This is an optimization exercise on Yosys and OpenROAD, whose aim is small area, not a production implementation. Function was checked by simulation only, so behaviour that the tests miss may differ from the original. Power figures rest on the tool's default switching activity, not on a simulated workload.

==> flow/design.v (excerpt) <==
module top_pynq (
    input  wire         ACLK,
    input  wire         ARESETN,
    input  wire [31:0]  AWADDR,
    input  wire         AWVALID,
    output reg          AWREADY,
    input  wire [31:0]  WDATA,
    input  wire [3:0]   WSTRB,
    input  wire         WVALID,
    output reg          WREADY,
    output wire [1:0]   BRESP,
    output wire         BVALID,
    input  wire         BREADY,
    input  wire [31:0]  ARADDR,
    input  wire         ARVALID,
    output reg          ARREADY,
    output wire [31:0]  RDATA,
    output wire [1:0]   RRESP,
    output reg          RVALID,
    input  wire         RREADY,
    output wire spi_sclk,
    output wire spi_mosi,
    input  wire spi_miso,
    output wire spi_cs,
    output reg  spi_dc,
    output reg  tft_reset
);
    assign BRESP = 2'b00;
    assign RRESP = 2'b00;
    reg [1:0] st;
    wire st_idle = (st == 2'b00);
    wire st_w    = (st == 2'b01);
    wire st_b    = (st == 2'b11);
    wire st_r    = (st == 2'b10);
    assign BVALID = st_b;
    reg aw_pending, w_pending;
    reg [1:0] awc;       
    reg [7:0] wbuf;      
    reg [3:0] arq;       
    wire full;
    wire empty;
    wire aw_take = st_idle & AWVALID & ~aw_pending;
    wire w_take  = st_idle & WVALID & ~w_pending;
    wire both    = aw_pending & w_pending;
    wire ar_take = st_idle & ARVALID & ~both;
    wire w_done  = st_w & ~full;
    wire r_done  = st_r & ~full;
    wire aw_ok = ~AWADDR[5] & ~AWADDR[2];
  ...
Size in the first run: roughly 550 cells after synthesis, ~240 flip-flops, ~9300 µm² of cells after synthesis.
Settings: LEC_CHECK=0, CAP_MARGIN=20, CORE_MARGIN=2, CORE_UTILIZATION=75, CTS_BUF_LIST=sky130_fd_sc_hd__clkbuf_4, CTS_CLUSTER_DIAMETER=50, CTS_CLUSTER_SIZE=10, SLEW_MARGIN=20; clock period 5.0 ns.
standard.sh (not shown) runs the stock make flow with config.mk's settings and CLKGATE_MAP_FILE= SYNTH_SCRIPT=/design/flow/synth_recipe.tcl, a recipe that flattens the netlist after the stock synthesis.
==> flow/flow/run.sh <==
#!/bin/bash
# The standard layout (the standard.sh, unchanged synthesis) with two
# placement/CTS options changed through ORFS variables:
#  - port buffers are buf_1 instead of the default buffer cell;
#  - CTS uses clkbuf_4 sink buffers over clusters of 10 flip-flops and no
#    dummy loads.
# The ORFS step logs stay under orfs/logs; make's own output goes to
# standard.log.
set -e
export BUFFER_PORTS_ARGS="-buffer_cell sky130_fd_sc_hd__buf_1"
export CTS_ARGS="-sink_clustering_enable -repair_clock_nets -sink_clustering_size 10 -sink_clustering_max_diameter 50 -buf_list sky130_fd_sc_hd__clkbuf_4 -dont_use_dummy_load"
bash standard.sh > standard.log 2>&1
Edit:
--- a/flow/design.v
+++ b/flow/design.v
@@ -173,33 +173,41 @@
         else if (shift)
             sh[7] <= sh[6];
     always @(posedge ACLK)
         if (start)
             sh[6:0] <= head[6:0];
         else if (shift)
             sh[6:0] <= {sh[5:0], 1'b0};
     assign spi_mosi = sh[7];
     reg  [31:0] tx_count;
-    wire [1:0]  tx_gc;       
-    assign tx_gc[0] = done;
-    assign tx_gc[1] = done & (&tx_count[15:0]);
+    wire [3:0]  tx_all;      
+    wire [3:0]  tx_gc;       
     genvar gi, gk;
     generate
-        for (gk = 0; gk < 2; gk = gk + 1) begin : g_txg
-            wire [16:0] c;
+        for (gk = 0; gk < 4; gk = gk + 1) begin : g_grp
+            assign tx_all[gk] = &tx_count[8*gk+7:8*gk];
+        end
+    endgenerate
+    assign tx_gc[0] = done;
+    assign tx_gc[1] = done & tx_all[0];
+    assign tx_gc[2] = done & tx_all[0] & tx_all[1];
+    assign tx_gc[3] = done & tx_all[0] & tx_all[1] & tx_all[2];
+    generate
+        for (gk = 0; gk < 4; gk = gk + 1) begin : g_txg
+            wire [8:0] c;
             assign c[0] = tx_gc[gk];
-            for (gi = 0; gi < 16; gi = gi + 1) begin : g_txc
-                assign c[gi+1] = c[gi] & tx_count[16*gk+gi];
+            for (gi = 0; gi < 8; gi = gi + 1) begin : g_txc
+                assign c[gi+1] = c[gi] & tx_count[8*gk+gi];
                 always @(posedge ACLK or negedge ARESETN)
                     if (!ARESETN)
-                        tx_count[16*gk+gi] <= 1'b0;
+                        tx_count[8*gk+gi] <= 1'b0;
                     else
-                        tx_count[16*gk+gi] <= tx_count[16*gk+gi] ^ c[gi];
+                        tx_count[8*gk+gi] <= tx_count[8*gk+gi] ^ c[gi];
             end
         end
     endgenerate
     wire dbg1 = act | (n == N_START) | (n == N_DONE) | (n == N_IAD);
     wire dbg0 = act | (n == N_LAUNCH) | (n == N_DONE) | (n == N_IAD);
     reg [31:3] rd_hi;
     reg [2:0]  rd_lo;
     wire a_dc  = (arq == 4'h2);
     wire a_flg = (arq == 4'h3);
Sequential share of layout area falls by 0.18 points.
Design area barely changes.
Setup slack improved by 0.93 ns.
Wire length rises by 2.7%.
Total power rises by 0.34%.
Non-clock buffer count rises by 4.
Clock skew rises by 0.025 ns.

## static timing again, ports no longer ideal
In the flow no input, the clock included, has a driving cell. The finished layouts below were timed again as built, in two steps. Step 1, drivers: a clkbuf_16 drives ACLK and a buf_2 each remaining input, both assumed. Step 2 adds t to the input delays and takes it off the output delays; t is the mean of the earliest and latest rising clock arrival at the registers after step 1. Input paths then give back, and output paths get back, about the clock's delay inside the block. Slacks: ideal ports / drivers / drivers and shift; pairs: ideal ports / drivers.
run | shift t [ns] | slack for setup (ns) | hold WS [ns] | slew at the worst register clock pin (ns) | worst data-port slew with drivers (ns)
the first run | 0.647 | 0.785 / 0.785 / 0.785 | 0.394 / 0.398 / 0.427 | 0.11 / 0.11 | 0.05
the second run | 0.653 | 1.712 / 1.712 / 1.712 | 0.422 / 0.422 / 0.422 | 0.12 / 0.12 | 0.04
After both steps every run listed still meets setup and hold.
